Source: an optimization exercise on an open RTL-to-GDS flow (aim: small area). Production flows keep margins and buffers that such runs may drop. In this exercise RTL edits were held to simulation tests only and were not proved equivalent to the original. The clock port is modelled as an ideal driver, which makes a skipped or thinned clock tree look cheaper than it is; a real chip needs a root buffer or a tree. No activity file was given, so power comes from the tool's default toggle rates.

==> inputs of run M <==
## signalProcess
module signalProcess(clk, rst, SCK, MOSI, MISO, SSEL);
input clk;
input rst;
input SCK, SSEL, MOSI;
output MISO;
reg [2:0] sck_r;
reg [1:0] ssel_r;
reg [1:0] mosi_r;
always @(posedge clk) begin
  sck_r  <= {sck_r[1:0], SCK};
  ssel_r <= {ssel_r[0], SSEL};
  mosi_r <= {mosi_r[0], MOSI};
end
wire act  = ~ssel_r[1];
wire mosi = mosi_r[1];
wire rise = act & sck_r[1] & ~sck_r[2];
reg rd;           
reg z;            
reg wpend;        
reg [5:0] pn;     
reg [5:0] d;      
reg [7:0] sr;     
reg [7:0] bf;
reg [495:0] ring;   
reg [2:0] bitcnt;
always @(posedge clk)
  if (rst | (~act & ~rd))
    bitcnt <= 3'd1;
  else if (rise)
    bitcnt <= {bitcnt[1:0], bitcnt[2] ^ bitcnt[1] ^ (bitcnt[1:0] == 2'd0)};
wire last = rise & (bitcnt == 3'd0);    
wire [7:0] sr_sh = {sr[6:0], rd ? sr[7] : mosi};
wire hit   = (d == 6'd0);
wire rswap = hit & wpend;                
wire sswap = last & ~z;                  
wire start = last & ~rd & (pn == 6'd63);   
always @(posedge clk) begin
  ring <= {ring[487:0], rswap ? bf : ring[495:488]};
  bf <= ({8{sswap}} & sr_sh) | ({8{rswap & ~sswap}} & ring[495:488]) | ({8{~sswap & ~rswap}} & bf);
  sr <= ({8{sswap}} & bf) | ({8{rise & ~sswap}} & sr_sh) | ({8{~sswap & ~rise}} & sr);
end
always @(posedge clk)
  if (rst) begin
    rd    <= 1'b0;
    z     <= 1'b0;
    wpend <= 1'b0;
    pn    <= 6'd62;
  ...
==> module signalProcess, before the edit <==
module signalProcess(clk, rst, SCK, MOSI, MISO, SSEL);
input clk;
input rst;
input SCK, SSEL, MOSI;
output MISO;
reg [2:0] sck_r;
reg [1:0] ssel_r;
reg [1:0] mosi_r;
always @(posedge clk) begin
  sck_r  <= {sck_r[1:0], SCK};
  ssel_r <= {ssel_r[0], SSEL};
  mosi_r <= {mosi_r[0], MOSI};
end
wire act  = ~ssel_r[1];
wire mosi = mosi_r[1];
wire rise = act & sck_r[1] & ~sck_r[2];
reg rd;           
reg z;            
reg wpend;        
reg [5:0] pn;     
reg [5:0] d;      
reg [7:0] sr;     
reg [7:0] bf;
reg [495:0] ring;   
reg [2:0] bitcnt;
always @(posedge clk)
  if (rst | (~act & ~rd))
    bitcnt <= 3'd1;
  else if (rise)
    bitcnt <= {bitcnt[1:0], bitcnt[2] ^ bitcnt[1] ^ (bitcnt[1:0] == 2'd0)};
wire last = rise & (bitcnt == 3'd0);    
wire [7:0] sr_sh = {sr[6:0], rd ? sr[7] : mosi};
wire hit   = (d == 6'd0);
wire rswap = hit & wpend;                
wire sswap = last & ~z;                  
wire start = last & ~rd & (pn == 6'd63);   
always @(posedge clk) begin
  ring <= {ring[487:0], rswap ? bf : ring[495:488]};
  bf <= ({8{sswap}} & sr_sh) | ({8{rswap & ~sswap}} & ring[495:488]) | ({8{~sswap & ~rswap}} & bf);
  sr <= ({8{sswap}} & bf) | ({8{rise & ~sswap}} & sr_sh) | ({8{~sswap & ~rise}} & sr);
end
always @(posedge clk)
  if (rst) begin
    rd    <= 1'b0;
    z     <= 1'b0;
    wpend <= 1'b0;
    pn    <= 6'd62;
    d     <= 6'd0;
  end else begin
    if (last & ~rd)
      pn <= {pn[4:0], ~(pn[5] ^ pn[4] ^ (pn[4:0] == 5'h1f))};
    if (start)
      rd <= 1'b1;
    z     <= start | (z & ~last);
    wpend <= sswap | (wpend & ~hit);
    if (!rswap)
      d <= {d[4:0], ~(d[5] ^ d[1] ^ d[0])};    
  end
assign MISO = sr[7] & ~z;   
endmodule
clock: 10.0 ns
lec_check: 0
cap_margin: 20
core_margin: 2
core_utilization: 70
slew_margin: 20
standard.sh (not shown) runs the stock make flow with config.mk's settings and CLKGATE_MAP_FILE= SYNTH_SCRIPT=/design/flow/synth_recipe.tcl, a recipe that flattens the netlist after the stock synthesis.
==> flow/flow/run.sh <==
#!/bin/bash
# The standard layout with two changes:
#  - synthesis maps the logic with an area-oriented ABC script (flow/my_synth.tcl,
#    flow/area.abc: AIG resynthesis, then area mapping); the flip-flops are mapped as
#    in the standard synthesis;
#  - after placement, flow/tree.tcl builds a two-level inverter clock tree over
#    clusters of flip-flops (flow/cluster.py) in place of ORFS's CTS. Several cluster
#    counts are tried on the placed design; the smallest tree whose worst clock-pin
#    slew (placement estimate) is at most SLEW_PS is built.
# Each tool's output goes to its own log file here; ORFS's per-step logs stay in orfs/logs.
set -euo pipefail
export FLOW_WORK=$PWD
export FLOW_ABC_SCRIPT=$PWD/flow/area.abc
export BUFFER_PORTS_ARGS="-buffer_cell sky130_fd_sc_hd__buf_1"
SYN="SYNTH_SCRIPT=$PWD/flow/my_synth.tcl"
SLEW_PS=122
R=orfs/results/sky130hd/signalProcess/base
bash standard.sh "$SYN" place > flow_place.log 2>&1
ODB=$R/3_place.odb OUT=flops.txt openroad -no_init -exit flow/dump.tcl > dump.log 2>&1
mkdir -p trees
cands=()
for p in med box; do
  for k in 20 21 22 23 24 26; do
    cands+=("bisect $k sky130_fd_sc_hd__inv_8 sky130_fd_sc_hd__inv_12 2 $p")
  done
done
i=0
for c in "${cands[@]}"; do
  (
    python3 flow/cluster.py flops.txt $c > trees/plan$i.txt 2> trees/cluster$i.log
    ODB=$R/3_place.odb SDC=$R/3_place.sdc PLAN=trees/plan$i.txt \
      openroad -no_init -exit flow/tree.tcl > trees/tree$i.log 2>&1
  ) &
  i=$((i + 1))
  if (( i % 4 == 0 )); then wait; fi
done
wait
best=$(for j in $(seq 0 $((i - 1))); do
  awk -v j=$j -v lim=$SLEW_PS '/^TREE area/ { if ($5 <= lim) print $3, j }' trees/tree$j.log
done | sort -n | head -1 | cut -d' ' -f2)
best=${best:-5}   # none within SLEW_PS: the most leaves
echo "chosen plan $best: $(cat trees/cluster$best.log) $(grep '^TREE' trees/tree$best.log)" > tree_choice.log
ODB=$R/3_place.odb SDC=$R/3_place.sdc PLAN=trees/plan$best.txt OUTODB=$R/4_1_cts.odb OUTSDC=$R/4_cts.sdc \
  openroad -no_init -exit flow/tree.tcl > tree.log 2>&1
bash standard.sh "$SYN" finish > flow_finish.log 2>&1
==> flow/flow/area.abc <==
strash
&get -n
&deepsyn -T 20 -S 3
&put
dch -f
amap
==> flow/flow/cluster.py <==
"""Clock tree plan: flip-flops split into K clusters, a leaf inverter at each
cluster's median point, the leaves split into nroot groups each driven by a root
inverter on clk.

usage: cluster.py flops.txt METHOD K LEAF_MASTER ROOT_MASTER NROOT [PLACE] > plan.txt
METHOD is bisect (recursive bisection into near-equal clusters) or kmeans
(k-means with clusters capped at ceil(N/K) flip-flops). PLACE puts each leaf at
its cluster's median point (med, the default) or bounding-box centre (box).
"""
import math
import random
import sys

lines = [l.split() for l in open(sys.argv[1])]
method, K = sys.argv[2], int(sys.argv[3])
leafm, rootm, nroot = sys.argv[4], sys.argv[5], int(sys.argv[6])
place = sys.argv[7] if len(sys.argv) > 7 else "med"
pts = [(int(f[2]), int(f[3]), f[0]) for f in lines if f[0] != "DIE"]
N = len(pts)


def med(p):
    return (sorted(q[0] for q in p)[len(p) // 2], sorted(q[1] for q in p)[len(p) // 2])


def bisect(p, k):
    if k == 1:
        return [p]
    xs = [q[0] for q in p]
    ys = [q[1] for q in p]
    ax = 0 if max(xs) - min(xs) >= max(ys) - min(ys) else 1
    p = sorted(p, key=lambda q: (q[ax], q[1 - ax]))
    k1 = k // 2
    n1 = round(len(p) * k1 / k)
    return bisect(p[:n1], k1) + bisect(p[n1:], k - k1)


def kmeans(p, k):
    cap = math.ceil(len(p) / k)
    random.seed(1)
    cent = [p[random.randrange(len(p))][:2]]
    while len(cent) < k:
        d = [min((q[0] - c[0]) ** 2 + (q[1] - c[1]) ** 2 for c in cent) for q in p]
        r = random.random() * sum(d)
        a = 0
        for i, x in enumerate(d):
            a += x
            if a >= r:
                cent.append(p[i][:2])
                break
    for _ in range(60):
        pairs = sorted((abs(q[0] - c[0]) + abs(q[1] - c[1]), i, j)
                       for i, q in enumerate(p) for j, c in enumerate(cent))
        asg = [-1] * len(p)
        cnt = [0] * k
        for _, i, j in pairs:
            if asg[i] < 0 and cnt[j] < cap:
                asg[i] = j
                cnt[j] += 1
        cl = [[p[i] for i in range(len(p)) if asg[i] == j] for j in range(k)]
        new = [med(c) if c else cent[j] for j, c in enumerate(cl)]
        if new == cent:
            break
        cent = new
    return [c for c in cl if c]


cl = bisect(pts, K) if method == "bisect" else kmeans(pts, K)


def box(p):
    return ((min(q[0] for q in p) + max(q[0] for q in p)) // 2,
            (min(q[1] for q in p) + max(q[1] for q in p)) // 2)


cent = [box(c) if place == "box" else med(c) for c in cl]
groups = bisect([(c[0], c[1], j) for j, c in enumerate(cent)], nroot)
parent = {}
for r, g in enumerate(groups):
    x, y = med(g)
    print(f"ROOT root{r} {x} {y} {rootm}")
    for q in g:
        parent[q[2]] = r
for j, c in enumerate(cent):
    print(f"LEAF leaf{j} {c[0]} {c[1]} {leafm} root{parent[j]}")
for j, c in enumerate(cl):
    for q in c:
        print(f"SINK leaf{j} {q[2]}")
rad = max(max(abs(q[0] - cent[j][0]) + abs(q[1] - cent[j][1]) for q in c) for j, c in enumerate(cl))
print(f"# {method} {place} K={len(cl)} sizes {min(map(len, cl))}-{max(map(len, cl))} max radius {rad / 1000} um",
      file=sys.stderr)
Other scripts of this flow, unchanged in this note and not shown: flow/flow/dump.tcl, flow/flow/my_synth.tcl, flow/flow/tree.tcl
==> inputs of run Y, as changes to run M <==
--- a/flow/design.v
+++ b/flow/design.v
@@ -18,5 +18,5 @@
 reg z;            
 reg wpend;        
-reg [5:0] pn;     
+reg [5:0] ptr;    
 reg [5:0] d;      
 reg [7:0] sr;     
@@ -34,9 +34,15 @@
 wire rswap = hit & wpend;                
 wire sswap = last & ~z;                  
-wire start = last & ~rd & (pn == 6'd63);   
+wire start = last & ~rd & (ptr == 6'd0);   
 always @(posedge clk) begin
   ring <= {ring[487:0], rswap ? bf : ring[495:488]};
-  bf <= ({8{sswap}} & sr_sh) | ({8{rswap & ~sswap}} & ring[495:488]) | ({8{~sswap & ~rswap}} & bf);
-  sr <= ({8{sswap}} & bf) | ({8{rise & ~sswap}} & sr_sh) | ({8{~sswap & ~rise}} & sr);
+  if (sswap)
+    bf <= sr_sh;
+  else if (rswap)
+    bf <= ring[495:488];
+  if (sswap)
+    sr <= bf;
+  else if (rise)
+    sr <= sr_sh;
 end
 always @(posedge clk)
@@ -45,9 +51,9 @@
     z     <= 1'b0;
     wpend <= 1'b0;
-    pn    <= 6'd62;
+    ptr   <= 6'd1;
     d     <= 6'd0;
   end else begin
     if (last & ~rd)
-      pn <= {pn[4:0], ~(pn[5] ^ pn[4] ^ (pn[4:0] == 5'h1f))};
+      ptr <= {ptr[4:0], ptr[5] ^ ptr[4] ^ (ptr[4:0] == 5'd0)};
     if (start)
       rd <= 1'b1;
--- a/flow/flow/run.sh
+++ b/flow/flow/run.sh
@@ -14,5 +14,5 @@
 export BUFFER_PORTS_ARGS="-buffer_cell sky130_fd_sc_hd__buf_1"
 SYN="SYNTH_SCRIPT=$PWD/flow/my_synth.tcl"
-SLEW_PS=122
+SLEW_PS=119
 R=orfs/results/sky130hd/signalProcess/base
 bash standard.sh "$SYN" place > flow_place.log 2>&1
==> flow/flow/area.abc (replaced) <==
strash
&get -n
&deepsyn -T 20 -S 2
&put
dch -f
amap
==> inputs of run Z, as changes to run M <==
==> flow/design.v (replaced) <==
module signalProcess(clk, rst, SCK, MOSI, MISO, SSEL);
input clk;
input rst;
input SCK, SSEL, MOSI;
output MISO;
reg [2:0] sck_r;
reg [1:0] ssel_r;
reg [1:0] mosi_r;
always @(posedge clk) begin
  sck_r  <= {sck_r[1:0], SCK};
  ssel_r <= {ssel_r[0], SSEL};
  mosi_r <= {mosi_r[0], MOSI};
end
wire act  = ~ssel_r[1];
wire mosi = mosi_r[1];
wire rise = act & sck_r[1] & ~sck_r[2];
reg [2:0] bitcnt;
always @(posedge clk)
  if (rst | ~act)
    bitcnt <= 3'd1;
  else if (rise)
    bitcnt <= {bitcnt[1:0], bitcnt[2] ^ bitcnt[1] ^ (bitcnt[1:0] == 2'd0)};
wire last = rise & (bitcnt == 3'd0);    
reg rd;           
reg wpend;        
reg ld;           
reg [5:0] ptr;    
reg [5:0] d;      
reg [7:0] sr;     
reg [7:0] bf;
reg [511:0] ring;   
wire d_low = (d[4:0] == 5'd0);
wire hit  = d_low & ~d[5];         
wire ins  = hit & wpend;
wire step = rd ? last : ins;     
wire p_low = (ptr[4:0] == 5'd0);
wire [5:0] ptr_n = step ? {ptr[4:0], ptr[5] ^ ptr[4] ^ p_low} : ptr;   
wire recv = last & ~rd;
wire recv_last = recv & (ptr_n == 6'd0);    
always @(posedge clk) begin
  ring <= {ring[503:0], ins ? bf : ring[511:504]};
  if (!step)
    d <= {d[4:0], d[5] ^ d[4] ^ d_low};    
  if (recv)
    bf <= {sr[6:0], mosi};
  else if (hit)
    bf <= ring[503:496];
  if (ld)
    sr <= bf;
  else if (recv_last)
    sr <= 8'h00;                        
  else if (rise)
    sr <= {sr[6:0], mosi & ~rd};
end
always @(posedge clk)
  if (rst) begin
    rd    <= 1'b0;
    wpend <= 1'b0;
    ld    <= 1'b0;
    ptr   <= 6'd1;
  end else begin
    ptr <= ptr_n;
    if (recv_last)
      rd <= 1'b1;
    wpend <= recv | (wpend & ~hit);
    ld    <= last & rd;
  end
assign MISO = sr[7];   
endmodule
--- a/flow/flow/run.sh
+++ b/flow/flow/run.sh
@@ -2,6 +2,5 @@
 # The standard layout with two changes:
 #  - synthesis maps the logic with an area-oriented ABC script (flow/my_synth.tcl,
-#    flow/area.abc: AIG resynthesis, then area mapping); the flip-flops are mapped as
-#    in the standard synthesis;
+#    flow/area.abc); the flip-flops are mapped as in the standard synthesis;
 #  - after placement, flow/tree.tcl builds a two-level inverter clock tree over
 #    clusters of flip-flops (flow/cluster.py) in place of ORFS's CTS. Several cluster
@@ -14,5 +13,5 @@
 export BUFFER_PORTS_ARGS="-buffer_cell sky130_fd_sc_hd__buf_1"
 SYN="SYNTH_SCRIPT=$PWD/flow/my_synth.tcl"
-SLEW_PS=122
+SLEW_PS=120
 R=orfs/results/sky130hd/signalProcess/base
 bash standard.sh "$SYN" place > flow_place.log 2>&1
@@ -20,7 +19,7 @@
 mkdir -p trees
 cands=()
-for p in med box; do
+for m in bisect kmeans; do
   for k in 20 21 22 23 24 26; do
-    cands+=("bisect $k sky130_fd_sc_hd__inv_8 sky130_fd_sc_hd__inv_12 2 $p")
+    cands+=("$m $k sky130_fd_sc_hd__inv_8 sky130_fd_sc_hd__inv_12 2")
   done
 done
@@ -39,5 +38,4 @@
   awk -v j=$j -v lim=$SLEW_PS '/^TREE area/ { if ($5 <= lim) print $3, j }' trees/tree$j.log
 done | sort -n | head -1 | cut -d' ' -f2)
-best=${best:-5}   # none within SLEW_PS: the most leaves
 echo "chosen plan $best: $(cat trees/cluster$best.log) $(grep '^TREE' trees/tree$best.log)" > tree_choice.log
 ODB=$R/3_place.odb SDC=$R/3_place.sdc PLAN=trees/plan$best.txt OUTODB=$R/4_1_cts.odb OUTSDC=$R/4_cts.sdc \
==> flow/flow/area.abc (replaced) <==
strash
dch -f
amap
--- a/flow/flow/cluster.py
+++ b/flow/flow/cluster.py
@@ -3,8 +3,7 @@
 inverter on clk.
 
-usage: cluster.py flops.txt METHOD K LEAF_MASTER ROOT_MASTER NROOT [PLACE] > plan.txt
+usage: cluster.py flops.txt METHOD K LEAF_MASTER ROOT_MASTER NROOT > plan.txt
 METHOD is bisect (recursive bisection into near-equal clusters) or kmeans
-(k-means with clusters capped at ceil(N/K) flip-flops). PLACE puts each leaf at
-its cluster's median point (med, the default) or bounding-box centre (box).
+(k-means with clusters capped at ceil(N/K) flip-flops).
 """
 import math
@@ -15,5 +14,4 @@
 method, K = sys.argv[2], int(sys.argv[3])
 leafm, rootm, nroot = sys.argv[4], sys.argv[5], int(sys.argv[6])
-place = sys.argv[7] if len(sys.argv) > 7 else "med"
 pts = [(int(f[2]), int(f[3]), f[0]) for f in lines if f[0] != "DIE"]
 N = len(pts)
@@ -67,12 +65,5 @@
 
 cl = bisect(pts, K) if method == "bisect" else kmeans(pts, K)
-
-
-def box(p):
-    return ((min(q[0] for q in p) + max(q[0] for q in p)) // 2,
-            (min(q[1] for q in p) + max(q[1] for q in p)) // 2)
-
-
-cent = [box(c) if place == "box" else med(c) for c in cl]
+cent = [med(c) for c in cl]
 groups = bisect([(c[0], c[1], j) for j, c in enumerate(cent)], nroot)
 parent = {}
@@ -88,4 +79,4 @@
         print(f"SINK leaf{j} {q[2]}")
 rad = max(max(abs(q[0] - cent[j][0]) + abs(q[1] - cent[j][1]) for q in c) for j, c in enumerate(cl))
-print(f"# {method} {place} K={len(cl)} sizes {min(map(len, cl))}-{max(map(len, cl))} max radius {rad / 1000} um",
+print(f"# {method} K={len(cl)} sizes {min(map(len, cl))}-{max(map(len, cl))} max radius {rad / 1000} um",
       file=sys.stderr)
==> qor summary <==
metric                                                        run Z       run M       run Y
Status                             no timing/DRC/antenna violations  no timing/DRC/antenna violations  no timing/DRC/antenna violations
Power drawn by the sequential cells                         2.25 mW     2.17 mW     2.16 mW
Met1 wire length                                            6630 µm     6280 µm     6230 µm
Startpoint of the most critical setup path                     d[0]    sck_r[1]   ssel_r[1]
GR Layer Usage met3                                           1.86%       2.01%       1.88%
CP peak stage delay                                         0.74 ns     0.63 ns     0.65 ns
Share of the final layout cell area in sequential cells       91.3%       90.3%       90.8%
Power per cell area                                      243 nW/µm²  242 nW/µm²  240 nW/µm²
Number of standard cells after synthesis                        633         633         625
Sequential power share                                        74.9%       75.2%       75.0%
Yosys top cell area share                                     90.3%       94.6%       91.2%
Share of total power in the clock network                     24.6%       24.0%       24.7%
Sequential area share after synthesis                         95.9%       94.6%       95.4%
No run of this note takes its clock network from TritonCTS; it comes from the design's own scripts or RTL.

## what the ideal ports hide
In the flow no input, the clock included, has a driving cell. The finished layouts below were timed again as built, in two steps. Step 1, drivers: a clkbuf_16 drives clk and a buf_2 each remaining input, both assumed. Step 2, shift: input delay + t, output delay - t, t = (earliest + latest rising clock arrival at the registers) / 2. This alone moves slack from input paths to output paths. a / b / c = ideal / step 1 / step 2; a / b = the first two.
run	t (ns)	setup WS [ns]	clock arrival spread, ns
run M	0.307	6.786 / 6.786 / 6.786	0.013 / 0.013
run Y	0.317	6.086 / 6.086 / 6.086	0.015 / 0.015
run Z	0.320	5.468 / 5.468 / 5.468	0.022 / 0.022
After both steps every run listed still meets setup and hold.
